Background: an optimization exercise with open tools, aiming at small area. Do not read the settings as production practice. In this exercise RTL edits were held to simulation tests only and were not proved equivalent to the original. Power is estimated from default activity; no workload was simulated.

**design/flow/config.mk**
```make
export PLATFORM = sky130hd
export DESIGN_NAME = j1
export DESIGN_NICKNAME = j1
export VERILOG_FILES = /design/flow/design.v
export SDC_FILE = /design/flow/constraint.sdc
export NUM_CORES = 4
export LEC_CHECK = 0
export CAP_MARGIN = 20
export CORE_MARGIN = 2
export CORE_UTILIZATION = 40
export SLEW_MARGIN = 20
export SYNTH_HIERARCHICAL = 1
```
**design/flow/constraint.sdc**
```tcl
create_clock -name core_clock -period 4.5 [get_ports {clk}]
set_input_delay 0.9000 -clock core_clock [delete_from_list [all_inputs] [get_ports {clk}]]
set_output_delay 0.9000 -clock core_clock [all_outputs]
set_load 0.01 [all_outputs]
```
**design/flow/design.v**
```verilog
module aoi222(
  input wire a1, input wire a2,
  input wire b1, input wire b2,
  input wire c1, input wire c2,
  output wire y);
  assign y = ~((a1 & a2) | (b1 & b2) | (c1 & c2));
endmodule
module aoi22(
  input wire a1, input wire a2,
  input wire b1, input wire b2,
  output wire y);
  assign y = ~((a1 & a2) | (b1 & b2));
endmodule
module stack_rd(
  input wire [127:0] d,
  input wire [7:0] sel,
  output wire [15:0] q);
  genvar i;
  generate
    for (i = 0; i < 16; i = i + 1) begin : g_bit
      wire y0, y1, y2;
      aoi222 u0(.a1(d[i]), .a2(sel[0]), .b1(d[16 + i]), .b2(sel[1]), .c1(d[32 + i]), .c2(sel[2]), .y(y0));
      aoi222 u1(.a1(d[48 + i]), .a2(sel[3]), .b1(d[64 + i]), .b2(sel[4]), .c1(d[80 + i]), .c2(sel[5]), .y(y1));
      aoi22 u2(.a1(d[96 + i]), .a2(sel[6]), .b1(d[112 + i]), .b2(sel[7]), .y(y2));
      assign q[i] = ~(y0 & y1 & y2);
    end
  endgenerate
endmodule
module mux4m(
  input wire [3:0] d,
  input wire s1, input wire s0,
  output wire y);
  assign y = s1 ? (s0 ? d[3] : d[2]) : (s0 ? d[1] : d[0]);
endmodule
module nand4m(input wire a, input wire b, input wire c, input wire d, output wire y);
  assign y = ~(a & b & c & d);
endmodule
module aoi221(
  input wire a1, input wire a2,
  input wire b1, input wire b2,
  input wire c,
  output wire y);
  assign y = ~((a1 & a2) | (b1 & b2) | c);
endmodule
module aoi21(
  input wire a1, input wire a2,
  input wire b,
  output wire y);
  assign y = ~((a1 & a2) | b);
endmodule
module j1(
  input wire clk,
  input wire resetq,
  output wire io_rd,
  output wire io_wr,
  output wire [15:0] mem_addr,
  output wire mem_wr,
  output wire [15:0] dout,
  input  wire [15:0] mem_din,
  input  wire [15:0] io_din,
  output wire [12:0] code_addr,
  input  wire [15:0] insn);
  reg [4:0] dsp, rsp;
  reg [15:0] st0;
  reg [12:0] pc;
  reg reboot;
  wire [15:0] st1, rst0;
  wire is_lit  = insn[15];
  wire is_jmp  = (insn[15:13] == 3'b000);
  wire is_cjmp = (insn[15:13] == 3'b001);
  wire is_call = (insn[15:13] == 3'b010);
  wire is_alu  = (insn[15:13] == 3'b011);
  wire [3:0] op = insn[11:8];
  wire [2:0] fn = insn[6:4];
  genvar i;
  wire [15:0] T = st0;
  wire [15:0] N = st1;
  wire sub = op[0] | op[3];
  wire [15:0] a = N ^ {16{sub}};
  wire [15:0] p = a ^ T;
  wire [15:0] g0 = a & T;
  wire [15:0] g1, g2, g3, g4, p1, p2, p3;
  generate
    for (i = 0; i < 16; i = i + 1) begin : g_pfx
      if (i & 1) begin : l1
        assign g1[i] = g0[i] | (p[i] & g0[i - 1]);
        assign p1[i] = p[i] & p[i - 1];
      end else begin : l1n
        assign g1[i] = g0[i];
        assign p1[i] = p[i];
      end
      if (i & 2) begin : l2
        assign g2[i] = g1[i] | (p1[i] & g1[(i & ~1) - 1]);
        assign p2[i] = p1[i] & p1[(i & ~1) - 1];
      end else begin : l2n
        assign g2[i] = g1[i];
        assign p2[i] = p1[i];
      end
      if (i & 4) begin : l3
        assign g3[i] = g2[i] | (p2[i] & g2[(i & ~3) - 1]);
        assign p3[i] = p2[i] & p2[(i & ~3) - 1];
      end else begin : l3n
        assign g3[i] = g2[i];
        assign p3[i] = p2[i];
      end
      if (i & 8) begin : l4
        assign g4[i] = g3[i] | (p3[i] & g3[7]);
      end else begin : l4n
        assign g4[i] = g3[i];
      end
    end
  endgenerate
  wire [15:0] add = p ^ {g4[14:0], 1'b0};
  wire ltu = g4[15];
  wire lts = (N[15] ^ T[15]) ? N[15] : ltu;
  wire eq = &p;
  wire left = ~op[0];
  wire [15:0] nrev, srev;
  wire [15:0] shin = left ? nrev : N;
  wire [15:0] s1 = T[3] ? {8'b0, shin[15:8]} : shin;
  wire [15:0] s2 = T[2] ? {4'b0, s1[15:4]} : s1;
  wire [15:0] s3 = T[1] ? {2'b0, s2[15:2]} : s2;
  wire [15:0] shr = T[0] ? {1'b0, s3[15:1]} : s3;
  generate
    for (i = 0; i < 16; i = i + 1) begin : g_rev
      assign nrev[i] = N[15 - i];
      assign srev[i] = shr[15 - i];
    end
  endgenerate
  reg [3:0] k;
  always @* begin
    if (is_lit)
      k = 4'b0000;
    else if (is_cjmp)
      k = 4'b1010;
    else if (!is_alu)
      k = 4'b1100;
    else case (op)
      4'd0: k = 4'b1100;
      4'd1: k = 4'b1010;
      4'd3: k = 4'b1000;
      4'd4: k = 4'b1110;
      4'd5: k = 4'b0110;
      4'd6: k = 4'b0011;
      default: k = 4'b0000;
    endcase
  end
  wire sel_flag = is_alu & ((op == 4'd7) ? eq : (op == 4'd8) ? lts : (op == 4'd15) ? ltu : 1'b0);
  wire sel_add = is_alu & (op == 4'd2);
  wire sel_shr = is_alu & (op == 4'd9) & ~T[4];
  wire sel_shl = is_alu & (op == 4'd10) & ~T[4];
  wire sel_r   = is_alu & (op == 4'd11);
  wire sel_mem = is_alu & (op == 4'd12);
  wire sel_io  = is_alu & (op == 4'd13);
  wire sel_dep = is_alu & (op == 4'd14);
  wire [3:0] kn = ~k;
  wire [15:0] st0N;
  generate
    for (i = 0; i < 16; i = i + 1) begin : g_out
      wire lun, y0, y1, y2;
      mux4m u_lu(.d(kn), .s1(T[i]), .s0(N[i]), .y(lun));
      aoi222 u_a(.a1(sel_add), .a2(add[i]), .b1(sel_shr), .b2(shr[i]), .c1(sel_shl), .c2(srev[i]), .y(y0));
      aoi222 u_b(.a1(sel_r), .a2(rst0[i]), .b1(sel_mem), .b2(mem_din[i]), .c1(sel_io), .c2(io_din[i]), .y(y1));
      if (i < 10) begin : g_dl
        aoi221 u_c(.a1(sel_dep), .a2(dep[i]), .b1(is_lit), .b2(insn[i]), .c(sel_flag), .y(y2));
      end else if (i < 15) begin : g_l
        aoi21 u_c(.a1(is_lit), .a2(insn[i]), .b(sel_flag), .y(y2));
      end else begin : g_n
        assign y2 = ~sel_flag;
      end
      nand4m u_o(.a(lun), .b(y0), .c(y1), .d(y2), .y(st0N[i]));
    end
  endgenerate
  wire [9:0] dep = {rsp, dsp};
  wire dstkW = is_lit | (is_alu & (fn == 3'd1));
  reg [4:0] dspI;
  always @* begin
    if (is_lit)       dspI = 5'b00001;
    else if (is_cjmp) dspI = 5'b11111;
    else if (is_alu)  dspI = {{3{insn[1]}}, insn[1:0]};
    else              dspI = 5'b00000;
  end
  wire [4:0] dc = {(dsp[3:0] & dspI[3:0]) | (dc[3:0] & (dsp[3:0] ^ dspI[3:0])), 1'b0};
  wire [4:0] dspN = dsp ^ dspI ^ dc;
  wire rstkW = is_call | (is_alu & (fn == 3'd2));
  wire [4:0] rspI = is_call ? 5'b00001 : is_alu ? {{3{insn[3]}}, insn[3:2]} : 5'b00000;
  wire [4:0] rc = {(rsp[3:0] & rspI[3:0]) | (rc[3:0] & (rsp[3:0] ^ rspI[3:0])), 1'b0};
  wire [4:0] rspN = rsp ^ rspI ^ rc;
  wire [12:0] pcc;
  generate
    assign pcc[0] = 1'b1;
    for (i = 1; i < 13; i = i + 1) begin : g_inc
      assign pcc[i] = &pc[i - 1:0];
    end
  endgenerate
  wire [12:0] pc_plus_1 = pc ^ pcc;
  wire [15:0] rstkD = insn[13] ? st0 : {2'b00, pc_plus_1, 1'b0};
  reg [15:0] dstk [0:7];
  reg [15:0] rstk [0:7];
  always @(posedge clk) begin
    if (dstkW)
      dstk[dspN[2:0]] <= st0;
    if (rstkW)
      rstk[rspN[2:0]] <= rstkD;
  end
  wire [7:0] dsel = 8'd1 << dsp[2:0];
  wire [7:0] rsel = 8'd1 << rsp[2:0];
  stack_rd dread(.d({dstk[7], dstk[6], dstk[5], dstk[4], dstk[3], dstk[2], dstk[1], dstk[0]}),
                 .sel(dsel), .q(st1));
  stack_rd rread(.d({rstk[7], rstk[6], rstk[5], rstk[4], rstk[3], rstk[2], rstk[1], rstk[0]}),
                 .sel(rsel), .q(rst0));
  wire take = is_jmp | is_call | (is_cjmp & ~|st0);
  wire ret = is_alu & insn[7];
  wire sel_jmp = ~reboot & take;
  wire sel_ret = ~reboot & ret;
  wire sel_inc = ~reboot & ~take & ~ret;
  wire [12:0] pcN;
  generate
    for (i = 0; i < 13; i = i + 1) begin : g_pc
      wire pcn_n;
      aoi222 u_pc(.a1(sel_jmp), .a2(insn[i]), .b1(sel_ret), .b2(rst0[i + 1]), .c1(sel_inc), .c2(pc_plus_1[i]), .y(pcn_n));
      assign pcN[i] = ~pcn_n;
    end
  endgenerate
  assign code_addr = pcN;
  assign mem_addr = st0;
  assign dout = st1;
  assign mem_wr = !reboot & is_alu & (fn == 3'd3);
  assign io_wr  = !reboot & is_alu & (fn == 3'd4);
  assign io_rd  = !reboot & is_alu & (fn == 3'd5);
  always @(negedge resetq or posedge clk)
  begin
    if (!resetq) begin
      reboot <= 1'b1;
      { pc, dsp, st0, rsp } <= 0;
    end else begin
      reboot <= 0;
      { pc, dsp, st0, rsp } <= { pcN, dspN, st0N, rspN };
    end
  end
endmodule
```
**design/flow/flow/run.sh**
```bash
#!/bin/bash
# The standard layout (standard.sh) with these changes:
# - synthesis is the standard one except that ABC maps the logic with the
#   area-oriented script flow/area.abc (registers are untouched by ABC);
# - the smallest buffer on each port;
# - timing-driven placement that does not keep its trial buffering;
# - a clock tree of clkbuf_16 leaf buffers without dummy loads.
set -euo pipefail
W=$PWD
sed 's|^source \$::env(SCRIPTS_DIR)/synth_preamble.tcl$|&\nset abc_args [list -script '"$W"'/flow/area.abc {*}[lrange $abc_args 2 end]]|' \
  "$FLOW_HOME/scripts/synth.tcl" > my_synth_body.tcl
grep -q "flow/area.abc" my_synth_body.tcl
sed 's|^source \$::env(SCRIPTS_DIR)/synth.tcl$|source '"$W"'/my_synth_body.tcl|' synth_recipe.tcl > my_synth.tcl
grep -q "my_synth_body.tcl" my_synth.tcl
sed 's|SYNTH_SCRIPT=[^ ]*|SYNTH_SCRIPT='"$W"'/my_synth.tcl|' standard.sh > my_standard.sh
grep -q "SYNTH_SCRIPT=$W/my_synth.tcl" my_standard.sh
export BUFFER_PORTS_ARGS="-buffer_cell sky130_fd_sc_hd__buf_1"
export GPL_KEEP_OVERFLOW=0
export CTS_ARGS="-sink_clustering_enable -repair_clock_nets -buf_list sky130_fd_sc_hd__clkbuf_16 -sink_clustering_size 26 -sink_clustering_max_diameter 110 -dont_use_dummy_load"
bash my_standard.sh > standard.log 2>&1
```
**design/flow/flow/area.abc**
```
strash
&get -n
&st
&syn2
&dch
&nf
&st
&syn2
&dch
&nf
&put
topo
dnsize -c
```
**design/flow/standard.sh**
```bash
#!/bin/bash
# synth_recipe.tcl (not shown) runs the flow's synth.tcl, then flattens the netlist and writes it again
# the make line also repeats each setting of config.mk as NAME=value (left out here)
make -C /OpenROAD-flow-scripts/flow DESIGN_CONFIG=/design/flow/config.mk WORK_HOME=/design/flow/orfs CLKGATE_MAP_FILE= SYNTH_SCRIPT=/design/flow/synth_recipe.tcl "${@:-finish}"
```
==> results of run 1 <==
[metrics by stage]
stage / TNS (ns) / util [%] / power [W] / std cells / area [um2]
floorplan: 0 / - / 0.00764 / 892 / 13300
detailed placement: -69.55 / 45.1 / 0.00979 / 1466 / 14700
global placement: -349.35 / 43.6 / 0.00955 / 1431 / 14200
CTS: 0 / 46.9 / 0.0114 / 1494 / 15300
finish: 0 / 47.2 / 0.0115 / 1500 / 15400
global route: -0.0261 / 47.2 / 0.0122 / 1499 / 15400
[layout by cell type (no fill, tap or decap), drive strengths merged, types with 7 or more instances in the layout]
cell    count
a21oi      34
a221oi     10
a222oi    109
a22oi      33
buf       148
clkbuf     16
clkinv     42
dfrtp      39
edfxtp    256
fa         10
ha         22
mux2       15
mux2i      13
mux4       16
nand2      31
nand2b     11
nand3      35
nand4      20
nor2       47
nor3       15
nor3b       7
o21ai      21
o22ai       7
xnor2      28
xor2       11
[final cells by class]
type	instances	area [um2]	area share [%]
clock buffer	15	375	2.44
sequential	296	8700	56.5
inverter	42	159	1.03
multi-input combinational	554	4730	30.7
timing repair buffer	150	885	5.74
tap	442	553	3.59
antenna	1	2.50	0.0162
[worst max-delay path, cell delays in order]
cell,delay (ns)
clkdlybuf4s15_2,0.41
nor2b_1,0.34
nand2_1,0.33
nor2_1,0.31
and2_0,0.66
a222oi_1,0.18
clkinv_1,0.14
buf_1,0.16
[final timing paths]
path                       cells after the start           end
max in group asynchronous                      2        reboot
max reg2reg                                   17        st0[0]
min in group core_clock                        2        st0[4]
max                                            8  code_addr[2]
min reg2reg                                    2        st0[4]
min                                            1         pc[5]
[power by group]
group	internal [W]	total [W]	switching, W
registers	0.00378	0.00442	0.000638
logic	0.00208	0.00569	0.00361
clock network	0.000602	0.00141	0.000812
[what timing repair did]
item,in CTS,in global routing
pin swaps,4,3
gates resized for setup,31,9
hold endpoints to repair,0,0
endpoints found under the setup margin,35,26
buffers inserted,13,5
[per-module statistics from Yosys, one instance, submodules excluded]
module / cell area [um2] / cells / times used / flops+latches
aoi22: 7.51 / 1 / 32 / 0
mux4m: 22.5 / 1 / 16 / 0
aoi221: 8.76 / 1 / 10 / 0
j1: 11200 / 672 / 1 / 296
aoi21: 5.00 / 1 / 5 / 0
nand4m: 6.26 / 1 / 16 / 0
stack_rd: 80.1 / 16 / 2 / 0
aoi222: 10.0 / 1 / 109 / 0
[layer usage]
layer	track usage (%)	part of all wire, %
met1	31.6	40
met5	0	0
met3	3.23	7.3
met2	41.0	49
met4	8.19	3.6
[flip-flops by register name, indices dropped and copies added, names as in the netlist]
name and count:
st0 16, rsp 5, reboot 1, rstk 128
dstk 128, pc 13, dsp 5
[logic make-up (layout without fill, tap and decap cells)]
logic type / count (synthesis) / count (layout) / synth area share, %
mux: 44 / 44 / 4.96
buf+inv: 42 / 207 / 1.19
flops: 296 / 296 / 65.4
xor+xnor: 39 / 39 / 2.57
other cells: 1 / 2 / 0.0282
simple gates: 198 / 198 / 7.56
compound gates: 240 / 240 / 14.7
fa+ha+maj: 32 / 32 / 3.58
==> reports/results.tsv, run 1 <==
metric	value	unit
cts.clk_slew.worst_paths	0.10	ns
setup_viol	0	
root_buffer	clkbuf_16	
yosysTopAreaCellShare	57.9	%
worstSkewPairLatency	0.50	ns
yosysWarnings	7	
nFillCells	2823	
drc	0	
die_y	186	um
worst_setup_path_start_kind	input port	
maxCapViolCount	0	
clock_path_buffers	3	
nNetsFinal	1141	
setup_ws	0.163	ns
timing.rr.start	dsp[0]	
tightest_slew	0.979	ns
period_share	96.4	%
r2r_setup_slack	0.17	ns
antenna_found_initial	1	
fmax	0.231	GHz
power.leakage	5.05	nW
synth_area_per_cell	14.9	um2
cts_tree	built	
floorplan.initialDensity	40.7	%
min_period	4.34	ns
ys_ff_latch	296	
first_pass_iters	10	
worstPathArrival	3.44	ns
areaGrowthSynthToFinish	15.9	%
grt_first_pass_wirelength	60.7	mm
status	timing/DRC/antenna clean	
drive_gt1_share	14.1	%
drtIter0Drc	1424	
crit_required	3.60	ns
grt_max_degree	34	
synth_common_cells	edfxtp_1, a222oi_1, nor2_1	
ys_types	49	
htree_num_levels	1	
cts_buffers	15	
ant_nets	0	
drv_slew	0	
async_flop_share	13.5	%
seq_area_frac_synth	65.4	%
wl_per_cell	27.3	um
port_buffers	97	
cp-startpoint	insn[15]	
dp.final_hpwl	29.1	mm
gp_congestion	0.934	
coreArea	32600	um2
crit_path_end_kind	primary output	
syn_nets	974	
num_vias	9582	
synth_area	13300	um2
synthCells	892	
dpl_worst_slack	-1.21	ns
drt_wl_total	41.0	mm
hold_class	in -> async	
slew_headroom	34.8	%
hold_violations	0	
viasPerCell	6.39	
track_usage	24.0	%
clock-sinks	296	
synth.most_common_cell	edfxtp_1	
fp.dieW	186	um
synth-edff-count	256	
synth_area_leaders	edfxtp_1, a222oi_1, dfrtp_1, mux4_2, ha_1	
worstSetupPathType	in -> out	
top_level_ports	98	
grt-ovfl-total	0	
grt_pass1_vias	9456	
skew	0.0259	ns
postCtsHoldBufs	0	
cp_max_fo	22	
ir_drop	0.000334	V
yosysTopAreaCell	edfxtp_1	
dieArea	34700	um2
p_per_area	748	nW/um2
row_count	66	
worst_hold_slack	0.375	ns
synthFlopType	edfxtp_1	
==> run 2: changes to the inputs <==
--- a/design/flow/design.v
+++ b/design/flow/design.v
@@ -1,2 +1,18 @@
+module nor2m(input wire a, input wire b, output wire y);
+  assign y = ~(a | b);
+endmodule
+module sel16(
+  input wire en,
+  input wire [2:0] a,
+  output wire [15:0] y);
+  wire [3:0] lo_n = ~({4{en}} & (4'd1 << a[1:0]));
+  wire [1:0] hi_n = ~(2'd1 << a[2]);
+  genvar k;
+  generate
+    for (k = 0; k < 16; k = k + 1) begin : g_k
+      nor2m u(.a(lo_n[k % 4]), .b(hi_n[(k / 4) % 2]), .y(y[k]));
+    end
+  endgenerate
+endmodule
 module aoi222(
   input wire a1, input wire a2,
@@ -14,9 +30,11 @@
 module stack_rd(
   input wire [127:0] d,
-  input wire [7:0] sel,
+  input wire [7:0] sel_lo,
+  input wire [7:0] sel_hi,
   output wire [15:0] q);
   genvar i;
   generate
     for (i = 0; i < 16; i = i + 1) begin : g_bit
+      wire [7:0] sel = i < 8 ? sel_lo : sel_hi;
       wire y0, y1, y2;
       aoi222 u0(.a1(d[i]), .a2(sel[0]), .b1(d[16 + i]), .b2(sel[1]), .c1(d[32 + i]), .c2(sel[2]), .y(y0));
@@ -198,16 +216,27 @@
   reg [15:0] dstk [0:7];
   reg [15:0] rstk [0:7];
-  always @(posedge clk) begin
-    if (dstkW)
-      dstk[dspN[2:0]] <= st0;
-    if (rstkW)
-      rstk[rspN[2:0]] <= rstkD;
-  end
+  wire [15:0] dwe, rwe;
   wire [7:0] dsel = 8'd1 << dsp[2:0];
   wire [7:0] rsel = 8'd1 << rsp[2:0];
+  sel16 u_dwe(.en(dstkW), .a(dspN[2:0]), .y(dwe));
+  sel16 u_rwe(.en(rstkW), .a(rspN[2:0]), .y(rwe));
+  generate
+    for (i = 0; i < 8; i = i + 1) begin : g_st
+      always @(posedge clk) begin
+        if (dwe[i])
+          dstk[i][7:0] <= st0[7:0];
+        if (dwe[8 + i])
+          dstk[i][15:8] <= st0[15:8];
+        if (rwe[i])
+          rstk[i][7:0] <= rstkD[7:0];
+        if (rwe[8 + i])
+          rstk[i][15:8] <= rstkD[15:8];
+      end
+    end
+  endgenerate
   stack_rd dread(.d({dstk[7], dstk[6], dstk[5], dstk[4], dstk[3], dstk[2], dstk[1], dstk[0]}),
-                 .sel(dsel), .q(st1));
+                 .sel_lo(dsel), .sel_hi(dsel), .q(st1));
   stack_rd rread(.d({rstk[7], rstk[6], rstk[5], rstk[4], rstk[3], rstk[2], rstk[1], rstk[0]}),
-                 .sel(rsel), .q(rst0));
+                 .sel_lo(rsel), .sel_hi(rsel), .q(rst0));
   wire take = is_jmp | is_call | (is_cjmp & ~|st0);
   wire ret = is_alu & insn[7];
--- a/design/flow/flow/run.sh
+++ b/design/flow/flow/run.sh
@@ -17,4 +17,4 @@
 export BUFFER_PORTS_ARGS="-buffer_cell sky130_fd_sc_hd__buf_1"
 export GPL_KEEP_OVERFLOW=0
-export CTS_ARGS="-sink_clustering_enable -repair_clock_nets -buf_list sky130_fd_sc_hd__clkbuf_16 -sink_clustering_size 26 -sink_clustering_max_diameter 110 -dont_use_dummy_load"
+export CTS_ARGS="-sink_clustering_enable -repair_clock_nets -buf_list sky130_fd_sc_hd__clkbuf_8 -sink_clustering_size 14 -sink_clustering_max_diameter 80 -dont_use_dummy_load"
 bash my_standard.sh > standard.log 2>&1
==> run 2 against run 1 <==
Effect of this change: register-to-register slack about the same; critical endpoint is now st0[9]; highest routed layer unchanged; area after synthesis grew 0.78%; worst setup slack lost 0.0027 ns; power decreased by 1.4%; critical path type is now reg -> reg; still clean on timing, DRC and antenna; utilization down 1.6 points; routed wire length up 1.8%; clock power shrank 7%; largest power group unchanged; via count rose by 2.5%.
==> reports/results.tsv, run 2 <==
metric	value	unit	change
cp-startpoint	dsp[1]		
worstPathArrival	4.76	ns	+1.32 ns
period_share	96.4	%	about the same
synthCells	924		+3.6%
tightest_slew	0.982	ns	+0.00375 ns
dieArea	35000	um2	+0.76%
cts_buffers	25		+10
r2r_cells	17		unchanged
antenna_cells	0		-1
p_per_area	748	nW/um2	about the same
min_period	4.34	ns	+0.00269 ns
synth-edff-count	256		unchanged
cts.clk_slew.worst_paths	0.10	ns	about the same
hold_violations	0		unchanged
r2r_setup_slack	0.16	ns	about the same
crit_path_cell_trace	and3_4, a222oi_1, nand3_2, xnor2_1, ha_1, clkinv_1, fa_1, clkinv_1, a21o_1, a21oi_2, o21a_1, o21ai_2, clkinv_1, fa_1, xnor2_1, a222oi_1, nand4_1		
antenna_found_initial	0		-1
maxCapViolCount	0		unchanged
track_usage	23.3	%	-0.72 points
cpMostUsedCell	clkinv_1		
port_buffers	97		unchanged
post_dp_cell_area	14600	um2	-0.94%
wl_per_cell	27.3	um	-0.11%
drc	0		unchanged
coreArea	33300	um2	+2.0%
ir_drop	0.000328	V	-1.7%
root_buffer	clkbuf_8		
grt-ovfl-total	0		unchanged
synth_common_cells	edfxtp_1, a222oi_1, nor2_1		
syn_nets	1006		+3.3%
synthFlopType	edfxtp_1		
worst_setup_path_start_kind	register		
critPathBufInv	3		unchanged
yosysWarnings	9		+2
clock_path_buffers	3		unchanged
cp_max_fo	16		-27%
timing.rr.start	dsp[1]		
synth_area_per_cell	14.5	um2	-2.7%
ant_nets	0		unchanged
fin_setup_tns	0	ns	unchanged
mostFrequentLayoutCell	edfxtp_1		
crit_required	4.92	ns	+1.32 ns
yosysTopAreaCell	edfxtp_1		
setup_viol	0		unchanged
grt_max_degree	41		+21%
first_pass_iters	10		unchanged
top_level_ports	98		unchanged
seq_area_frac_synth	64.9	%	-0.51 points
fp.dieW	187	um	+0.38%
ys_ff_latch	296		unchanged
grt_setup_unrepaired	yes		
drtIter0Drc	1632		+15%
die_y	187	um	+0.38%
floorplan.initialDensity	40.2	%	-0.50 points
worstSetupPathType	reg -> reg		
async_flop_share	13.5	%	unchanged
critPathSlowestCell	dfrtp_2		
hold_class	in -> async		
dp.final_hpwl	29.1	mm	+0.18%
grt_first_pass_wirelength	60.9	mm	+0.32%
finalInstanceArea	15200	um2	-1.4%
fin_cells	1528		+1.9%
slew_headroom	34.3	%	-0.49 points
finalPower	0.0114	W	-1.4%
gp_congestion	0.899		-3.7%
skew	0.0448	ns	+0.0189 ns
nNetsFinal	1164		+2.0%
htree_num_levels	1		unchanged
clock-sinks	296		unchanged
cp.depth	17		+9
grt_pass1_vias	9502		+0.49%
cp_top_family	compound AO/OA/AOI/OAI gates		
ys_types	46		-6.1%
dp.cells	1486		+1.4%
row_count	67		+1.5%
status	timing/DRC/antenna clean		
rr_endpoint	st0[9]		
synth.most_common_cell	edfxtp_1		
synth_area	13400	um2	+0.78%
final_cell_mix	edfxtp_1, a222oi_1, buf_1		
nFillCells	2992		+6.0%
areaGrowthSynthToFinish	13.4	%	
synth_area_leaders	edfxtp_1, a222oi_1, dfrtp_1, mux4_2, ha_1		
crit_path_end_kind	register		
viasPerCell	6.43		+0.64%
power.leakage	4.95	nW	-2.0%
num_vias	9823		+2.5%
final_util	45.6	%	-1.6 points
cp-endpoint	st0[9]		
yosysTopAreaCellShare	57.4	%	-0.45 points
cts_tree	built		
drt_wl_total	41.7	mm	+1.8%
drv_slew	0		unchanged
fmax	0.230	GHz	about the same
drive_gt1_share	11.2	%	-2.9 points
slowest_delay	0.54	ns	-0.12 ns
worstSkewPairLatency	0.59	ns	+0.09 ns
[run 2: report_power, final]
group	switching [W]	total, W	leakage [nW]	internal (W)
Combinational	0.00359	0.00557	1.94	0.00198
Sequential	0.000692	0.00448	2.83	0.00379
Clock	0.000810	0.00131	0.180	0.000496
Total	0.00509	0.0114	4.95	0.00627
[run 2: routing by layer]
layer / global-route usage, % / vias up / part of all wire, %
met2: 39.2 / 559 / 49
met4: 9.43 / 0 / 4.5
li1: - / 4203 / -
met5: 0 / - / 0
met1: 30.0 / 4938 / 39
met3: 3.90 / 123 / 7.6
[run 2: cell type report]
type	instances	area (um2)	area share (%)
well taps	448	561	3.69
flip-flops and latches	296	8700	57.3
repair buffers	131	677	4.46
clock buffers	25	344	2.27
inverters	47	181	1.19
multi-input cells	581	4730	31.1
[run 2: Yosys stat by module, one instance, submodules excluded, a selection]
module | times used | area, um2 | flip-flops and latches | cells inside
j1 | 1 | 11100 | 296 | 662
mux4m | 16 | 22.5 | 0 | 1
stack_rd | 2 | 80.1 | 0 | 16
aoi221 | 10 | 8.76 | 0 | 1
nand4m | 16 | 6.26 | 0 | 1
nor2m | 32 | 3.75 | 0 | 1
aoi22 | 32 | 7.51 | 0 | 1
aoi222 | 109 | 10.0 | 0 | 1
[run 2: cell families (layout without fill, tap and decap cells)]
kind of cell | count (synthesis) | after routing | share of synthesized area, %
multiplexers | 42 | 42 | 4.77
AO/OA/AOI/OAI | 242 | 242 | 14.6
AND/OR/NAND/NOR | 225 | 225 | 8.29
other | 1 | 1 | 0.0280
flip-flops | 296 | 296 | 64.9
XOR/XNOR | 39 | 39 | 2.55
buffers and inverters | 47 | 203 | 1.32
adder cells (fa/ha/maj) | 32 | 32 | 3.55
[run 2: worst min-delay path by stage]
stage / slack, ns / startpoint / to / cells past startpoint
finish: 0.23 / resetq / pc[10] / 1
CTS: 0.20 / resetq / pc[10] / 1
global placement: 0.57 / dsp[4] / st0[4] / 2
detailed placement: 0.57 / dsp[4] / st0[4] / 2
floorplan: 0.53 / dsp[4] / st0[4] / 2
global route: 0.23 / resetq / pc[10] / 1
[run 2: worst reg2reg max path, delay by kind of cell, from the launching register on]
family	cells	cell delay [ns]
AND/OR/NAND/NOR	3	0.62
adder cells (fa/ha/maj)	3	0.99
flip-flops	1	0.54
AO/OA/AOI/OAI	6	1.36
buffers and inverters	3	0.32
XOR/XNOR	2	0.39
[run 2: stage by stage]
step	hold WS (ns)	worst slack (ns)
floorplan	0.528	0.00755
global placement	0.566	-2.67
detailed placement	0.567	-0.727
CTS	0.202	0.0224
global route	0.234	-0.0860
finish	0.227	0.160
[run 2: timing repair]
action / in CTS / in global routing
setup buffers: 11 / 6
pin swaps: 4 / 2
hold buffers: 0 / 0
endpoints found under the hold margin: 0 / 0
endpoints found under the setup margin: 89 / 27
gates resized for setup: 26 / 9
==> run 3: changes to the inputs <==
--- a/design/flow/flow/run.sh
+++ b/design/flow/flow/run.sh
@@ -5,5 +5,6 @@
 # - the smallest buffer on each port;
 # - timing-driven placement that does not keep its trial buffering;
-# - a clock tree of clkbuf_16 leaf buffers without dummy loads.
+# - a clock tree of clkbuf_8 buffers, at most 14 sinks per leaf buffer,
+#   without dummy loads.
 set -euo pipefail
 W=$PWD
==> run 3 against run 2 <==
Effect of this change: critical path type unchanged; highest routed layer unchanged; sequential power about the same; hold slack unchanged; clock power about the same; utilization unchanged; sequential share of layout area unchanged; clock-buffer cell count unchanged.
==> reports/results.tsv, run 3 <==
metric	value	unit	change
p_per_area	748	nW/um2	unchanged
mostFrequentLayoutCell	edfxtp_1		
synth_area	13400	um2	unchanged
crit_path_cell_trace	and3_4, a222oi_1, nand3_2, xnor2_1, ha_1, clkinv_1, fa_1, clkinv_1, a21o_1, a21oi_2, o21a_1, o21ai_2, clkinv_1, fa_1, xnor2_1, a222oi_1, nand4_1		
grt_setup_unrepaired	yes		
areaGrowthSynthToFinish	13.4	%	unchanged
yosysTopAreaCell	edfxtp_1		
maxCapViolCount	0		unchanged
drt_wl_total	41.7	mm	unchanged
min_period	4.34	ns	unchanged
p_sw	0.00509	W	unchanged
antenna_cells	0		unchanged
worst_setup_path_start_kind	register		
port_buffers	97		unchanged
cts_buffers	25		unchanged
period_share	96.4	%	unchanged
floorplan.initialDensity	40.2	%	unchanged
tightest_slew	0.982	ns	unchanged
p_int	0.00627	W	unchanged
antenna_found_initial	0		unchanged
drc	0		unchanged
postCtsHoldBufs	0		unchanged
grt_first_pass_wirelength	60.9	mm	unchanged
seq_power_share	39.4	%	about the same
cp_max_fo	16		unchanged
skew	0.0448	ns	unchanged
syn_nets	1006		unchanged
hold_violations	0		unchanged
wl_per_cell	27.3	um	unchanged
cpMostUsedCell	clkinv_1		
yosysWarnings	9		unchanged
fp.dieW	187	um	unchanged
worstSetupPathType	reg -> reg		
slew_headroom	34.3	%	unchanged
fmax	0.230	GHz	unchanged
final_cell_mix	edfxtp_1, a222oi_1, buf_1		
clock-sinks	296		unchanged
coreArea	33300	um2	unchanged
grt.busiest_layer	met2		
synthFlopType	edfxtp_1		
synth_common_cells	edfxtp_1, a222oi_1, nor2_1		
finalPower	0.0114	W	unchanged
die_y	187	um	unchanged
crit_path_end_kind	register		
grtUsageMet1	30.0	%	unchanged
cp_top_family	compound AO/OA/AOI/OAI gates		
synth.most_common_cell	edfxtp_1		
grt_util_met3	3.90	%	unchanged
grtUsageMet2	39.2	%	unchanged
setup_viol	0		unchanged
critPathSlowestCell	dfrtp_2		
clock_path_buffers	3		unchanged
ant_nets	0		unchanged
final_util	45.6	%	unchanged
crit_required	4.92	ns	about the same
swShare	44.8	%	unchanged
status	timing/DRC/antenna clean		
synth-edff-count	256		unchanged
track_usage	23.3	%	unchanged
drive_gt1_share	11.2	%	unchanged
row_count	67		unchanged
grt_max_degree	41		unchanged
synth_area_per_cell	14.5	um2	unchanged
dieArea	35000	um2	unchanged
slowest_delay	0.54	ns	about the same
drv_slew	0		unchanged
grt_pass1_vias	9502		unchanged
async_flop_share	13.5	%	unchanged
drtIter0Drc	1632		unchanged
combPwrFrac	49.1	%	about the same
dp.final_hpwl	29.1	mm	unchanged
critPathBufInv	3		unchanged
ys_types	46		unchanged
num_vias	9823		unchanged
gp_congestion	0.899		unchanged
cts.clk_slew.worst_paths	0.10	ns	about the same
nNetsFinal	1164		unchanged
top_level_ports	98		unchanged
htree_num_levels	1		unchanged
seq_area_frac_synth	64.9	%	unchanged
ir_drop	0.000328	V	unchanged
hold_class	in -> async		
yosysTopAreaCellShare	57.4	%	unchanged
viasPerCell	6.43		unchanged
synthCells	924		unchanged
ys_ff_latch	296		unchanged
cts_tree	built		
worstSkewPairLatency	0.59	ns	about the same
worstPathArrival	4.76	ns	about the same
clkPwrFrac	11.5	%	about the same
root_buffer	clkbuf_8		
first_pass_iters	10		unchanged
grt-ovfl-total	0		unchanged
synth_area_leaders	edfxtp_1, a222oi_1, dfrtp_1, mux4_2, ha_1		
power.leakage	4.95	nW	unchanged
[run 3: per-layer routing]
layer	routed length, um	up-vias
met4	1860	0
met3	3170	123
met2	20300	559
li1	-	4203
met5	0	-
met1	16400	4938
[run 3: cell type report]
cell class,instances,area (um2)
well taps,448,561
inverters,47,181
repair buffers,131,677
clock buffers,25,344
multi-input cells,581,4730
flip-flops and latches,296,8700
fillers,2992,18100
[run 3: worst reg2reg max path, stage by stage (launching register included)]
cell      delay, ns
dfrtp_2        0.54
and3_4         0.27
a222oi_1       0.41
nand3_2        0.23
xnor2_1        0.25
ha_1           0.18
clkinv_1       0.08
fa_1           0.39
clkinv_1       0.09
a21o_1         0.13
a21oi_2        0.08
o21a_1         0.24
o21ai_2        0.20
clkinv_1       0.15
fa_1           0.42
xnor2_1        0.14
a222oi_1       0.30
nand4_1        0.12
[run 3: per-stage QoR]
| step | hold slack (ns) | TNS (ns) | std cells | setup WS, ns | cell area [um2] |
|---|---|---|---|---|---|
| floorplan | 0.528 | 0 | 924 | 0.00755 | 13400 |
| global placement | 0.566 | -223.48 | 1469 | -2.67 | 14300 |
| detailed placement | 0.567 | -111.05 | 1486 | -0.727 | 14600 |
| global route | 0.234 | -0.428 | 1528 | -0.0860 | 15200 |
| CTS | 0.202 | 0 | 1522 | 0.0224 | 15100 |
| finish | 0.227 | 0 | 1528 | 0.160 | 15200 |
[run 3: timing repair]
| action | CTS | global route |
|---|---|---|
| endpoints found under the setup margin | 89 | 27 |
| setup buffers | 11 | 6 |
| pin swaps | 4 | 2 |
| gates cloned | 0 | 0 |
| gates resized for setup | 26 | 9 |
[run 3: modules after synthesis (local to each module, per instance)]
module / flip-flops and latches / cells inside
aoi221: 0 / 1
aoi21: 0 / 1
sel16: 0 / 5
mux4m: 0 / 1
nor2m: 0 / 1
aoi222: 0 / 1
nand4m: 0 / 1
aoi22: 0 / 1
j1: 296 / 662
stack_rd: 0 / 16
[run 3: final timing paths]
path	startpoint	endpoint	slack, ns	cells after the start
max	dsp[1]	st0[9]	0.16	17
min	resetq	pc[10]	0.23	1
max reg2reg	dsp[1]	st0[9]	0.16	17
min reg2reg	dsp[4]	st0[4]	0.59	2
max in group asynchronous	resetq	pc[0]	3.71	2
min in group core_clock	dsp[4]	st0[4]	0.59	2
[run 3: logic make-up after synthesis]
| group | Yosys count | synth area share, % |
|---|---|---|
| compound gates | 242 | 14.6 |
| xor+xnor | 39 | 2.55 |
| fa+ha+maj | 32 | 3.55 |
| buf+inv | 47 | 1.32 |
| flops | 296 | 64.9 |
| mux | 42 | 4.77 |
| other cells | 1 | 0.0280 |
| simple gates | 225 | 8.29 |
[run 3: power by group through the flow]
stage / sequential (W) / combinational [W] / clock, W
floorplan: 0.00423 / 0.00347 / 0
global placement: 0.00449 / 0.00514 / 0
detailed placement: 0.00452 / 0.00523 / 0
CTS: 0.00448 / 0.00539 / 0.00134
global route: 0.00455 / 0.00603 / 0.00144
finish: 0.00448 / 0.00557 / 0.00131
==> run 4: changes to the inputs <==
--- a/design/flow/design.v
+++ b/design/flow/design.v
@@ -7,4 +7,16 @@
   output wire [15:0] y);
   wire [3:0] lo_n = ~({4{en}} & (4'd1 << a[1:0]));
+  wire [1:0] hi_n = ~(2'd1 << a[2]);
+  genvar k;
+  generate
+    for (k = 0; k < 16; k = k + 1) begin : g_k
+      nor2m u(.a(lo_n[k % 4]), .b(hi_n[(k / 4) % 2]), .y(y[k]));
+    end
+  endgenerate
+endmodule
+module rsel16(
+  input wire [2:0] a,
+  output wire [15:0] y);
+  wire [3:0] lo_n = ~(4'd1 << a[1:0]);
   wire [1:0] hi_n = ~(2'd1 << a[2]);
   genvar k;
@@ -216,9 +228,9 @@
   reg [15:0] dstk [0:7];
   reg [15:0] rstk [0:7];
-  wire [15:0] dwe, rwe;
-  wire [7:0] dsel = 8'd1 << dsp[2:0];
-  wire [7:0] rsel = 8'd1 << rsp[2:0];
+  wire [15:0] dwe, rwe, dsel, rsel;
   sel16 u_dwe(.en(dstkW), .a(dspN[2:0]), .y(dwe));
   sel16 u_rwe(.en(rstkW), .a(rspN[2:0]), .y(rwe));
+  rsel16 u_dsel(.a(dsp[2:0]), .y(dsel));
+  rsel16 u_rsel(.a(rsp[2:0]), .y(rsel));
   generate
     for (i = 0; i < 8; i = i + 1) begin : g_st
@@ -236,7 +248,7 @@
   endgenerate
   stack_rd dread(.d({dstk[7], dstk[6], dstk[5], dstk[4], dstk[3], dstk[2], dstk[1], dstk[0]}),
-                 .sel_lo(dsel), .sel_hi(dsel), .q(st1));
+                 .sel_lo(dsel[7:0]), .sel_hi(dsel[15:8]), .q(st1));
   stack_rd rread(.d({rstk[7], rstk[6], rstk[5], rstk[4], rstk[3], rstk[2], rstk[1], rstk[0]}),
-                 .sel_lo(rsel), .sel_hi(rsel), .q(rst0));
+                 .sel_lo(rsel[7:0]), .sel_hi(rsel[15:8]), .q(rst0));
   wire take = is_jmp | is_call | (is_cjmp & ~|st0);
   wire ret = is_alu & insn[7];
--- a/design/flow/flow/run.sh
+++ b/design/flow/flow/run.sh
@@ -5,6 +5,5 @@
 # - the smallest buffer on each port;
 # - timing-driven placement that does not keep its trial buffering;
-# - a clock tree of clkbuf_8 buffers, at most 14 sinks per leaf buffer,
-#   without dummy loads.
+# - a clock tree of clkbuf_16 leaf buffers without dummy loads.
 set -euo pipefail
 W=$PWD
--- a/design/flow/config.mk
+++ b/design/flow/config.mk
@@ -9,4 +9,5 @@
 export CORE_MARGIN = 2
 export CORE_UTILIZATION = 40
+export SETUP_SLACK_MARGIN = 0.05
 export SLEW_MARGIN = 20
 export SYNTH_HIERARCHICAL = 1
==> run 4 against run 3 <==
Effect of this change: combinational power hardly changed; routed wire length decreased by 7.7%; sequential share of layout area is essentially flat; clock power is essentially flat; via count down 2.8%; non-clock buffer count decreased by 8; largest cell class unchanged; area after synthesis rose by 0.21%; register-to-register slack better by 0.02 ns; clock skew up 0.077 ns; cell area is essentially flat; critical path type unchanged; largest power group unchanged; synthesized cell count rose by 0.32%; still clean; sequential power down 0.9%.
==> reports/results.tsv, run 4 <==
metric	value	unit	change
yosysTopAreaCell	edfxtp_1		
post_dp_cell_area	14400	um2	-0.92%
viasPerCell	6.26		-2.6%
tightest_slew	0.958	ns	-0.0246 ns
synth_common_cells	edfxtp_1, a222oi_1, nor2_1		
fin_cells	1525		-0.20%
die_y	187	um	+0.10%
clock_path_buffers	3		unchanged
clkPwrFrac	11.7	%	+0.2 points
worstSetupPathType	reg -> reg		
yosysTopAreaCellShare	57.3	%	-0.12 points
ant_nets	0		unchanged
grt_pass1_vias	9140		-3.8%
hold_violations	0		unchanged
slew_headroom	36.2	%	+1.9 points
htree_num_levels	1		unchanged
coreArea	33300	um2	unchanged
power.leakage	5.01	nW	+1.1%
areaGrowthSynthToFinish	13.2	%	
synthFlopType	edfxtp_1		
drtIter0Drc	1434		-12%
grt_max_degree	37		-9.8%
antenna_found_initial	0		unchanged
drt_wl_total	38.5	mm	-7.7%
skew	0.122	ns	+0.0773 ns
drive_gt1_share	12.9	%	+1.7 points
p_int	0.00633	W	+1.0%
grt-ovfl-total	0		unchanged
finalInstanceArea	15200	um2	about the same
worstSkewPairLatency	0.62	ns	+0.03 ns
synth.most_common_cell	edfxtp_1		
nFillCells	3017		+0.84%
num_vias	9546		-2.8%
clock-sinks	296		unchanged
track_usage	21.5	%	-1.7 points
synthCells	927		+0.32%
cp_max_fo	8		-8
syn_nets	1009		+0.30%
drv_slew	0		unchanged
async_flop_share	13.5	%	unchanged
min_period	4.32	ns	-0.0180 ns
seq_power_share	39.1	%	-0.3 points
dp.cells	1478		-0.54%
cts.clk_slew.worst_paths	0.10	ns	about the same
dp.final_hpwl	27.7	mm	-4.9%
hold_class	in -> async		
period_share	96.0	%	-0.40 points
p_per_area	747	nW/um2	-0.10%
crit_path_end_kind	register		
setup_viol	0		unchanged
yosysWarnings	9		unchanged
root_buffer	clkbuf_8		
top_level_ports	98		unchanged
floorplan.initialDensity	40.3	%	+0.086 points
worstPathArrival	4.71	ns	-0.05 ns
cts_buffers	26		+4.0%
crit_required	4.89	ns	-0.03 ns
worst_hold_slack	0.160	ns	-0.0668 ns
ir_drop	0.000317	V	-3.5%
cts_tree	built		
ys_types	49		+6.5%
dieArea	35000	um2	+0.21%
p_sw	0.00502	W	-1.5%
first_pass_iters	10		unchanged
port_buffers	97		unchanged
drc	0		unchanged
ys_ff_latch	296		unchanged
fp.dieW	187	um	+0.10%
status	timing/DRC/antenna clean		
synth_area_per_cell	14.5	um2	-0.11%
combPwrFrac	49.2	%	about the same
grt_first_pass_wirelength	57.2	mm	-6.1%
gp_congestion	0.890		-1.0%
synth-edff-count	256		unchanged
grt_setup_unrepaired	no		
seq_area_frac_synth	64.8	%	-0.14 points
worst_setup_path_start_kind	register		
swShare	44.2	%	-0.63 points
final_cell_mix	edfxtp_1, a222oi_1, buf_1		
row_count	67		unchanged
wl_per_cell	25.2	um	-7.6%
synth_area_leaders	edfxtp_1, a222oi_1, dfrtp_1, mux4_2, nor2_1		
postCtsHoldBufs	0		unchanged
synth_area	13400	um2	+0.21%
maxCapViolCount	0		unchanged
antenna_cells	0		unchanged
r2r_cells	13		-4
mostFrequentLayoutCell	edfxtp_1		
nNetsFinal	1161		-0.26%
fmax	0.231	GHz	+0.42%
==> run 4: cell count changes after synthesis, moves of 6 or more <==
cell,change
a21oi_1,-7
nor3b_1,-8
nor3_1,-6
o21ai_0,-9
nor2_1,+24
nand2_1,-7
==> run 4: Yosys stat by module, one instance, submodules excluded <==
module,flip-flops and latches,cells
aoi21,0,1
aoi22,0,1
aoi221,0,1
aoi222,0,1
j1,296,623
mux4m,0,1
nand4m,0,1
nor2m,0,1
rsel16,0,5
sel16,0,5
stack_rd,0,16
==> run 4: cells by family after synthesis <==
| logic type | after synthesis | synth area share (%) |
|---|---|---|
| DFF | 296 | 64.8 |
| adders and majority gates | 32 | 3.54 |
| xor gates and xnor gates | 36 | 2.35 |
| and+or+nand+nor | 234 | 8.42 |
| other | 1 | 0.0279 |
| AOI/OAI and AO/OA | 235 | 14.5 |
| buffers and inverters | 46 | 1.29 |
| muxes | 47 | 5.14 |
==> run 4: timing repair <==
| action | in CTS | in global routing |
|---|---|---|
| gates resized for setup | 38 | 31 |
| setup endpoints to repair | 29 | 105 |
| gates cloned | 0 | 1 |
| buffers inserted | 4 | 16 |
| pin swaps | 8 | 12 |
==> run 4: cell type report <==
cell class	count	area (um2)	share of cell area, %
clock buffers	26	358	2.36
well taps	448	561	3.69
flip-flops and latches	296	8700	57.3
inverters	46	178	1.17
multi-input cells	586	4830	31.8
repair buffers	123	567	3.73
==> run 4: layer usage <==
layer	up-vias	GRT usage, %	share of wire [%]
met3	82	3.81	8.1
li1	4196	-	-
met5	-	0	0
met2	486	33.5	45
met1	4782	30.1	42
met4	0	8.55	4.5
==> run 4: path summary, 6_finish.rpt <==
kind / start / to / slack [ns]
setup reg to reg: dsp[1] / st0[3] / 0.18
setup / recovery: dsp[1] / st0[3] / 0.18
hold reg to reg: dsp[4] / st0[4] / 0.59
min in group core_clock: mem_din[13] / st0[13] / 0.58
max in group asynchronous: resetq / st0[2] / 3.74
hold / removal: resetq / st0[14] / 0.16
==> run 4: metrics by stage <==
step | power (W) | TNS [ns] | worst slack (ns) | utilization [%]
after floorplan | 0.00770 | 0 | 0.0651 | -
final | 0.0113 | 0 | 0.178 | 45.6
after CTS | 0.0111 | 0 | 0.0799 | 44.9
after global routing | 0.0120 | 0 | 0.0212 | 45.6
after detailed placement | 0.00958 | -55.58 | -0.834 | 43.4
after global placement | 0.00954 | -177.18 | -2.54 | 43.2
==> run 4: power by group through the flow <==
stage	Clock (W)	Sequential, W	Combinational (W)
2_1_floorplan	0	0.00420	0.00350
3_3_place_gp	0	0.00445	0.00509
3_5_place_dp	0	0.00448	0.00511
4_1_cts	0.00136	0.00442	0.00530
5_1_grt	0.00145	0.00450	0.00606
6_report	0.00133	0.00444	0.00558
==> run 4: worst max-delay path, cell delays in order (launching register included) <==
cell and delay [ns]:
dfrtp_2 0.49, nand2_4 0.13, nor2_1 0.16, a222oi_1 0.49, nand3_1 0.69, xnor2_1 0.36
ha_1 0.23, a21o_1 0.18, a21oi_1 0.19, nor2b_1 0.09, o311a_1 0.38, o31a_4 0.42
a221oi_2 0.22, nand4_1 0.15
==> run 5: changes to the inputs <==
--- a/design/flow/config.mk
+++ b/design/flow/config.mk
@@ -9,5 +9,4 @@
 export CORE_MARGIN = 2
 export CORE_UTILIZATION = 40
-export SETUP_SLACK_MARGIN = 0.05
 export SLEW_MARGIN = 20
 export SYNTH_HIERARCHICAL = 1
==> run 5 against run 4 <==
Effect of this change: still clean; utilization down 0.41 points; sequential cell count unchanged; via count down 0.71%; cell area down 0.89%; first-iteration DRC count down 15%; final cell count is 0.72% lower; global-route usage rose by 0.30 points; fmax decreased by 0.68%; critical path depth down 6; synthesized cell count unchanged; largest power group unchanged.
==> reports/results.tsv, run 5 <==
metric	value	unit	change
min_period	4.35	ns	+0.0298 ns
root_buffer	clkbuf_8		
synth_common_cells	edfxtp_1, a222oi_1, nor2_1		
grt.busiest_layer	met2		
dpl_worst_slack	-0.941	ns	-0.107 ns
cts_buffers	25		-3.8%
htree_num_levels	1		unchanged
cts_tree	built		
row_count	67		unchanged
dieArea	35000	um2	unchanged
synthCells	927		unchanged
dp.final_hpwl	28.2	mm	+1.9%
fmax	0.230	GHz	-0.68%
drtIter0Drc	1213		-15%
floorplan.initialDensity	40.3	%	unchanged
async_flop_share	13.5	%	unchanged
first_pass_iters	9		-1
grt_setup_unrepaired	yes		
drv_slew	0		unchanged
synthFlopType	edfxtp_1		
crit_required	3.60	ns	-1.29 ns
fp.dieW	187	um	unchanged
clock-sinks	296		unchanged
grt_pass1_vias	9256		+1.3%
setup_viol	0		unchanged
timing.rr.start	dsp[1]		
period_share	96.7	%	+0.66 points
worstSetupPathType	reg -> out		
postCtsHoldBufs	0		unchanged
cts.clk_slew.worst_paths	0.10	ns	about the same
top_level_ports	98		unchanged
track_usage	21.8	%	+0.30 points
grtUsageMet1	29.4	%	-0.74 points
cp_max_fo	31		+23
synth_area_leaders	edfxtp_1, a222oi_1, dfrtp_1, mux4_2, nor2_1		
mostFrequentLayoutCell	edfxtp_1		
num_vias	9478		-0.71%
grtUsageMet2	36.5	%	+3.0 points
nFillCells	3029		+0.40%
seq_area_frac_synth	64.8	%	unchanged
worstPathArrival	3.45	ns	-1.26 ns
final_cell_mix	edfxtp_1, a222oi_1, buf_1		
wl_per_cell	25.9	um	+2.4%
hold_class	in -> async		
crit_path_end_kind	primary output		
worstSkewPairLatency	0.60	ns	-0.02 ns
worst_hold_slack	0.208	ns	+0.0480 ns
yosysTopAreaCellShare	57.3	%	unchanged
clock_path_buffers	3		unchanged
worst_setup_path_start_kind	register		
status	timing/DRC/antenna clean		
port_buffers	97		unchanged
r2r_setup_slack	0.21	ns	+0.03 ns
p_per_area	744	nW/um2	-0.41%
grt-ovfl-total	0		unchanged
rr_endpoint	st0[0]		
r2r_cells	14		+1
skew	0.0763	ns	-0.0457 ns
antenna_cells	0		unchanged
ys_ff_latch	296		unchanged
ys_types	49		unchanged
yosysTopAreaCell	edfxtp_1		
tightest_slew	1.08	ns	+0.123 ns
power.leakage	4.93	nW	-1.6%
ir_drop	0.000312	V	-1.5%
finalInstanceArea	15100	um2	-0.89%
synth_area_per_cell	14.5	um2	unchanged
drt_wl_total	39.1	mm	+1.7%
grt_util_met3	3.68	%	-0.13 points
drive_gt1_share	10.8	%	-2.1 points
setup_ws	0.149	ns	-0.0298 ns
die_y	187	um	unchanged
syn_nets	1009		unchanged
post_dp_cell_area	14400	um2	about the same
maxCapViolCount	0		unchanged
ant_nets	0		unchanged
slew_headroom	27.7	%	-8.5 points
hold_violations	0		unchanged
nNetsFinal	1150		-0.95%
synth-edff-count	256		unchanged
antenna_found_initial	0		unchanged
final_util	45.2	%	-0.41 points
fin_setup_tns	0	ns	unchanged
synth.most_common_cell	edfxtp_1		
drc	0		unchanged
yosysWarnings	9		unchanged
gp_congestion	0.937		+5.3%
grt_first_pass_wirelength	58.1	mm	+1.5%
synth_area	13400	um2	unchanged
viasPerCell	6.26		about the same
coreArea	33300	um2	unchanged
grt_max_degree	37		unchanged
areaGrowthSynthToFinish	12.2	%	
-- run 5: cell counts after synthesis --
No cell type changed its count.
-- run 5: how the worst max path moves through the flow --
stage / from / end / slack (ns) / depth (start not counted)
floorplan: dsp[1] / st0[0] / 0.03 / 19
global placement: insn[15] / code_addr[8] / -2.43 / 7
detailed placement: insn[8] / st0[0] / -0.94 / 17
CTS: st0[1] / code_addr[1] / 0.03 / 7
global route: insn[14] / dstk[6][13] / -0.03 / 10
finish: st0[3] / code_addr[1] / 0.15 / 7
-- run 5: cell families after synthesis --
group	Yosys count	share of synthesized area [%]
flops	296	64.8
compound gates	235	14.5
simple gates	234	8.42
mux	47	5.14
buf+inv	46	1.29
xor+xnor	36	2.35
fa+ha+maj	32	3.54
other cells	1	0.0279
-- run 5: power breakdown --
group | leakage (nW) | switching, W | total [W] | internal [W]
logic | 1.92 | 0.00349 | 0.00547 | 0.00198
clock network | 0.180 | 0.000832 | 0.00133 | 0.000496
registers | 2.83 | 0.000621 | 0.00440 | 0.00378
total | 4.93 | 0.00495 | 0.0112 | 0.00625
-- run 5: layout make-up --
type                       instances  area [um2]  area share, %
tap                              448         561           3.72
clock buffer                      25         344           2.29
multi-input combinational        586        4780           31.7
timing repair buffer             113         503           3.34
sequential                       296        8700           57.8
inverter                          46         174           1.16
-- run 5: critical path, cell delays in order (launching register included) --
cell and delay (ns):
dfrtp_2 0.65, or3_1 0.60, nor4_2 0.47, a2111oi_4 0.16, buf_2 0.23, a222oi_1 0.33, clkinv_1 0.22, buf_1 0.17
-- run 5: what timing repair did --
action / 4_1_cts / 5_1_grt
setup buffers: 7 / 4
pin swaps: 5 / 13
cloned: 0 / 1
resized for setup: 39 / 13
setup endpoints to repair: 29 / 44
-- run 5: per-layer routing --
layer | up-vias | share of wire (%)
li1 | 4184 | -
met1 | 4807 | 41
met2 | 404 | 49
met3 | 83 | 7.2
met4 | 0 | 3.2
met5 | - | 0
-- run 5: modules after synthesis, one instance, submodules excluded --
module	times used	flops+latches	cells
rsel16	2	0	5
nor2m	64	0	1
nand4m	16	0	1
mux4m	16	0	1
aoi222	109	0	1
sel16	2	0	5
aoi22	32	0	1
aoi21	5	0	1
j1	1	296	623
aoi221	10	0	1
stack_rd	2	0	16
-- run 5: stage by stage --
stage	total power, W	cells
final	0.0112	1514
after global routing	0.0119	1514
after CTS	0.0111	1509
after detailed placement	0.00956	1477
after global placement	0.00951	1472
after floorplan	0.00770	927
==> run 6: changes to the inputs <==
--- a/design/flow/flow/run.sh
+++ b/design/flow/flow/run.sh
@@ -5,5 +5,6 @@
 # - the smallest buffer on each port;
 # - timing-driven placement that does not keep its trial buffering;
-# - a clock tree of clkbuf_16 leaf buffers without dummy loads.
+# - a clock tree of clkbuf_8 buffers, at most 14 sinks per leaf buffer,
+#   without dummy loads.
 set -euo pipefail
 W=$PWD
@@ -16,5 +17,4 @@
 grep -q "SYNTH_SCRIPT=$W/my_synth.tcl" my_standard.sh
 export BUFFER_PORTS_ARGS="-buffer_cell sky130_fd_sc_hd__buf_1"
-export GPL_KEEP_OVERFLOW=0
 export CTS_ARGS="-sink_clustering_enable -repair_clock_nets -buf_list sky130_fd_sc_hd__clkbuf_8 -sink_clustering_size 14 -sink_clustering_max_diameter 80 -dont_use_dummy_load"
 bash my_standard.sh > standard.log 2>&1
==> run 6 against run 5 <==
Effect of this change: still clean on timing, DRC and antenna; final cell count grew 5.9%; synthesized cell count is the same; clock-buffer cell count is the same; largest power group unchanged; highest routed layer unchanged.
==> reports/results.tsv, run 6 <==
metric	value	unit	change
cp-startpoint	dsp[0]		
root_buffer	clkbuf_8		
clkPwrFrac	11.4	%	-0.5 points
clock-sinks	296		unchanged
grt_max_degree	41		+11%
swShare	43.1	%	-1.1 points
combPwrFrac	53.8	%	+4.9 points
worst_hold_slack	0.366	ns	+0.158 ns
power.leakage	5.35	nW	+8.5%
yosysTopAreaCell	edfxtp_1		
track_usage	22.0	%	+0.19 points
cts.clk_slew.worst_paths	0.10	ns	about the same
syn_nets	1009		unchanged
dieArea	35000	um2	unchanged
synthFlopType	edfxtp_1		
dp.cells	1575		+6.6%
p_per_area	753	nW/um2	+1.3%
clock_path_buffers	3		unchanged
cts_tree	built		
min_period	4.29	ns	-0.0600 ns
seq_area_frac_synth	64.8	%	unchanged
p_sw	0.00506	W	+2.2%
drc	0		unchanged
final_cell_mix	edfxtp_1, a222oi_1, buf_4		
grt_pass1_vias	9528		+2.9%
grt-ovfl-total	0		unchanged
fmax	0.233	GHz	+1.4%
yosysWarnings	9		unchanged
cts_buffers	25		unchanged
nNetsFinal	1239		+7.7%
hold_violations	0		unchanged
synth_common_cells	edfxtp_1, a222oi_1, nor2_1		
wl_per_cell	24.2	um	-6.2%
crit_required	4.89	ns	+1.29 ns
num_vias	9661		+1.9%
postCtsHoldBufs	0		unchanged
die_y	187	um	unchanged
synth_area_leaders	edfxtp_1, a222oi_1, dfrtp_1, mux4_2, nor2_1		
row_count	67		unchanged
synth_area	13400	um2	unchanged
period_share	95.4	%	-1.3 points
hold_class	in -> async		
status	timing/DRC/antenna clean		
worstPathArrival	4.68	ns	+1.23 ns
maxCapViolCount	0		unchanged
crit_path_end_kind	register		
dp.final_hpwl	29.5	mm	+4.4%
ir_drop	0.000347	V	+11%
slew_headroom	39.1	%	+11 points
grt_first_pass_wirelength	59.2	mm	+1.8%
ys_ff_latch	296		unchanged
setup_viol	0		unchanged
synth.most_common_cell	edfxtp_1		
worst_setup_path_start_kind	register		
yosysTopAreaCellShare	57.3	%	unchanged
coreArea	33300	um2	unchanged
ant_nets	0		unchanged
fp.dieW	187	um	unchanged
worstSetupPathType	reg -> reg		
cp_max_fo	11		-65%
mostFrequentLayoutCell	edfxtp_1		
worstSkewPairLatency	0.61	ns	about the same
fin_cells	1604		+5.9%
port_buffers	97		unchanged
async_flop_share	13.5	%	unchanged
areaGrowthSynthToFinish	16.1	%	
floorplan.initialDensity	40.3	%	unchanged
drt_wl_total	38.9	mm	-0.66%
first_pass_iters	8		-1
gp_congestion	0.954		+1.8%
seq_power_share	34.8	%	-4.5 points
antenna_found_initial	0		unchanged
htree_num_levels	1		unchanged
skew	0.0763	ns	-0.0000204 ns
tightest_slew	0.905	ns	-0.176 ns
ys_types	49		unchanged
p_int	0.00668	W	+6.8%
timing.rr.start	dsp[0]		
drv_slew	0		unchanged
viasPerCell	6.02		-3.8%
synthCells	927		unchanged
synth_area_per_cell	14.5	um2	unchanged
top_level_ports	98		unchanged
synth-edff-count	256		unchanged
drive_gt1_share	14.4	%	+3.6 points
drtIter0Drc	1314		+8.3%
-- run 6: cell counts after synthesis --
Identical to the previous run, type by type.
-- run 6: cell families (layout without fill, tap and decap cells) --
logic type | Yosys count | in the layout | share of synthesized area [%]
AO/OA/AOI/OAI | 235 | 235 | 14.5
XOR/XNOR | 36 | 36 | 2.35
adder cells (fa/ha/maj) | 32 | 32 | 3.54
buffers and inverters | 46 | 274 | 1.29
flip-flops | 296 | 296 | 64.8
multiplexers | 47 | 47 | 5.14
other | 1 | 2 | 0.0279
AND/OR/NAND/NOR | 234 | 234 | 8.42
-- run 6: worst paths after layout --
check                               end  slack (ns)  cells after the start
worst max register to register   st0[9]        0.21                     19
min in group core_clock         st0[15]        0.57                      3
worst min register to register   rsp[3]        0.59                      1
max in group asynchronous        dsp[0]        3.62                      2
worst min-delay path             pc[12]        0.37                      2
worst max-delay path             st0[9]        0.21                     19
-- run 6: metal layers --
metal	vias up	track usage [%]	part of all wire [%]
met5	-	0	0
met4	0	5.62	2.6
met1	4865	30.1	42
met2	368	37.5	49
li1	4354	-	-
met3	74	2.81	6.2
-- run 6: layout make-up --
type / instances / area (um2)
antenna: 1 / 2.50
clock buffer: 25 / 344
fill: 3038 / 17700
inverter: 46 / 173
multi-input combinational: 585 / 4630
sequential: 296 / 8690
tap: 448 / 561
timing repair buffer: 203 / 1170
-- run 6: critical path, cell delays in order (launching register included) --
cell	delay, ns
dfrtp_2	0.45
nand2_1	0.10
nor2_1	0.10
buf_4	0.17
a222oi_1	0.43
nand3_1	0.24
xnor2_2	0.20
clkinv_1	0.06
fa_1	0.15
clkinv_1	0.09
a21o_1	0.18
a21oi_2	0.16
o21a_1	0.18
o21ai_2	0.11
a221oi_2	0.32
nor2_1	0.10
o311a_1	0.37
o31a_4	0.36
a221oi_1	0.25
nand4_1	0.13
-- run 6: per-stage QoR --
stage	utilization, %	power [W]	setup slack (ns)	area, um2	TNS, ns
final	46.8	0.0117	0.209	15600	0
after global routing	46.8	0.0125	-0.0387	15600	-0.0758
after CTS	46.6	0.0116	0.114	15500	0
after detailed placement	45.5	0.0103	-0.0996	15200	-1.09
after global placement	45.5	0.0102	0.0382	15200	0
after floorplan	-	0.00770	0.0263	13400	0
-- run 6: power by group through the flow --
stage | Clock, W | Combinational, W | Sequential [W]
2_1_floorplan | 0 | 0.00350 | 0.00420
3_3_place_gp | 0 | 0.00610 | 0.00412
3_5_place_dp | 0 | 0.00611 | 0.00414
4_1_cts | 0.00137 | 0.00616 | 0.00408
5_1_grt | 0.00148 | 0.00686 | 0.00414
6_report | 0.00134 | 0.00631 | 0.00408
-- run 6: Yosys stat by module (local to each module, per instance), excerpt --
| module | times used | cells |
|---|---|---|
| sel16 | 2 | 5 |
| mux4m | 16 | 1 |
| aoi222 | 109 | 1 |
| aoi221 | 10 | 1 |
| aoi22 | 32 | 1 |
| nor2m | 64 | 1 |
-- run 6: timing repair --
| action | CTS | global route |
|---|---|---|
| gates resized for setup | 5 | 9 |
| pin swaps | 0 | 8 |
| buffers inserted | 0 | 3 |
| endpoints found under the setup margin | 15 | 15 |
==> run 7: changes to the inputs <==
--- a/design/flow/flow/run.sh
+++ b/design/flow/flow/run.sh
@@ -17,4 +17,5 @@
 grep -q "SYNTH_SCRIPT=$W/my_synth.tcl" my_standard.sh
 export BUFFER_PORTS_ARGS="-buffer_cell sky130_fd_sc_hd__buf_1"
+export GPL_KEEP_OVERFLOW=0
 export CTS_ARGS="-sink_clustering_enable -repair_clock_nets -buf_list sky130_fd_sc_hd__clkbuf_8 -sink_clustering_size 14 -sink_clustering_max_diameter 80 -dont_use_dummy_load"
 bash my_standard.sh > standard.log 2>&1
==> run 7 against run 6 <==
Effect of this change: still clean on timing, DRC and antenna; die area unchanged; area after synthesis unchanged; hold slack worse by 0.16 ns; clock skew about the same; non-clock buffer count down 90; power down 4.6%; routed wire length up 0.66%; cell area down 3.3%; final cell count down 5.6%; sequential cell count unchanged; critical endpoint is now code_addr[1]; largest power group unchanged.
==> reports/results.tsv, run 7 <==
metric	value	unit	change
synth.most_common_cell	edfxtp_1		
antenna_found_initial	0		unchanged
finalPower	0.0112	W	-4.6%
fin_cells	1514		-5.6%
ys_ff_latch	296		unchanged
async_flop_share	13.5	%	unchanged
grt_max_degree	37		-9.8%
antenna_cells	0		-1
syn_nets	1009		unchanged
yosysWarnings	9		unchanged
synth_area_leaders	edfxtp_1, a222oi_1, dfrtp_1, mux4_2, nor2_1		
coreArea	33300	um2	unchanged
skew	0.0763	ns	+0.0000204 ns
ys_types	49		unchanged
wl_met2	19.1	mm	-0.42%
worstSkewPairLatency	0.60	ns	about the same
status	timing/DRC/antenna clean		
dp.cells	1477		-6.2%
port_buffers	97		unchanged
hold_violations	0		unchanged
finalInstanceArea	15100	um2	-3.3%
worstSetupPathType	reg -> out		
cts_tree	built		
maxUsedRoutingLayer	met4		
yosysTopAreaCell	edfxtp_1		
ant_nets	0		unchanged
ir_drop	0.000312	V	-10%
slowest_delay	0.65	ns	+0.20 ns
root_buffer	clkbuf_8		
viasPerCell	6.26		+3.9%
synth_area	13400	um2	unchanged
worst_hold_slack	0.208	ns	-0.158 ns
wl_met1	16.0	mm	-2.1%
power.leakage	4.93	nW	-7.8%
yosysTopAreaCellShare	57.3	%	unchanged
dieArea	35000	um2	unchanged
row_count	67		unchanged
grt_pass1_vias	9256		-2.9%
crit_path_end_kind	primary output		
clkPwrFrac	11.9	%	+0.5 points
drv_slew	0		unchanged
drc	0		unchanged
synth_area_per_cell	14.5	um2	unchanged
seq_power_share	39.3	%	+4.5 points
num_vias	9478		-1.9%
swShare	44.2	%	+1.1 points
track_usage	21.8	%	-0.19 points
clock_path_buffers	3		unchanged
period_share	96.7	%	+1.3 points
==> run 7: cell counts after synthesis <==
No cell type changed its count.
==> run 7: modules after synthesis (local to each module, per instance), a selection <==
module | copies in the design | cells | cell area [um2]
stack_rd | 2 | 16 | 80.1
sel16 | 2 | 5 | 32.5
rsel16 | 2 | 5 | 26.3
mux4m | 16 | 1 | 22.5
aoi221 | 10 | 1 | 8.76
aoi22 | 32 | 1 | 7.51
nand4m | 16 | 1 | 6.26
aoi21 | 5 | 1 | 5.00
nor2m | 64 | 1 | 3.75
==> run 7: cells by family after synthesis <==
group	Yosys count	synth area share (%)
AO/OA/AOI/OAI	235	14.5
buffers and inverters	46	1.29
multiplexers	47	5.14
XOR/XNOR	36	2.35
other	1	0.0279
AND/OR/NAND/NOR	234	8.42
adder cells (fa/ha/maj)	32	3.54
flip-flops	296	64.8
==> run 7: routing by layer <==
| metal | vias up | global-route usage [%] |
|---|---|---|
| met2 | 404 | 36.5 |
| met1 | 4807 | 29.4 |
| met4 | 0 | 6.53 |
| met5 | - | 0 |
| met3 | 83 | 3.68 |
| li1 | 4184 | - |
==> run 7: path summary, 6_finish.rpt <==
kind | slack [ns] | startpoint | cells past startpoint | endpoint
min in group core_clock | 0.58 | mem_din[12] | 3 | st0[12]
setup reg to reg | 0.21 | dsp[1] | 14 | st0[0]
hold reg to reg | 0.59 | rsp[3] | 1 | rsp[3]
setup / recovery | 0.15 | st0[3] | 7 | code_addr[1]
hold / removal | 0.21 | resetq | 1 | st0[10]
max in group asynchronous | 3.71 | resetq | 2 | st0[0]
==> run 7: stage by stage <==
step / utilization [%] / setup TNS (ns)
floorplan: - / 0
global placement: 43.1 / -192.31
detailed placement: 43.4 / -83.58
CTS: 45.0 / 0
global route: 45.2 / -0.430
finish: 45.2 / 0
==> run 7: cell type report <==
| cell class | instances | area, um2 |
|---|---|---|
| well taps | 448 | 561 |
| clock buffers | 25 | 344 |
| inverters | 46 | 174 |
| fillers | 3029 | 18200 |
| multi-input cells | 586 | 4780 |
| repair buffers | 113 | 503 |
| flip-flops and latches | 296 | 8700 |
==> run 7: power by group through the flow <==
stage | logic [W] | registers (W) | clock network [W]
floorplan | 0.00350 | 0.00420 | 0
global placement | 0.00506 | 0.00444 | 0
detailed placement | 0.00510 | 0.00446 | 0
CTS | 0.00531 | 0.00440 | 0.00136
global route | 0.00593 | 0.00448 | 0.00146
finish | 0.00547 | 0.00440 | 0.00133
==> run 7: worst max-delay path, delay by kind of cell, from the launching register on <==
family / cells / cell delay, ns
AOI/OAI and AO/OA: 2 / 0.49
and+or+nand+nor: 2 / 1.07
DFF: 1 / 0.65
buffers and inverters: 3 / 0.62
==> run 7: timing repair <==
item	4_1_cts	5_1_grt
setup buffers	7	4
hold buffers	0	0
setup endpoints to repair	29	44
resized for setup	39	13
pin swaps	5	13
gates cloned	0	1

Setup slack of run 7, layout unchanged: 0.149 ns with ideal ports, 0.101 ns with driving cells assumed (clock clkbuf_16, inputs buf_2), -0.425 ns with port delays also shifted by the 0.612 ns mid clock arrival.
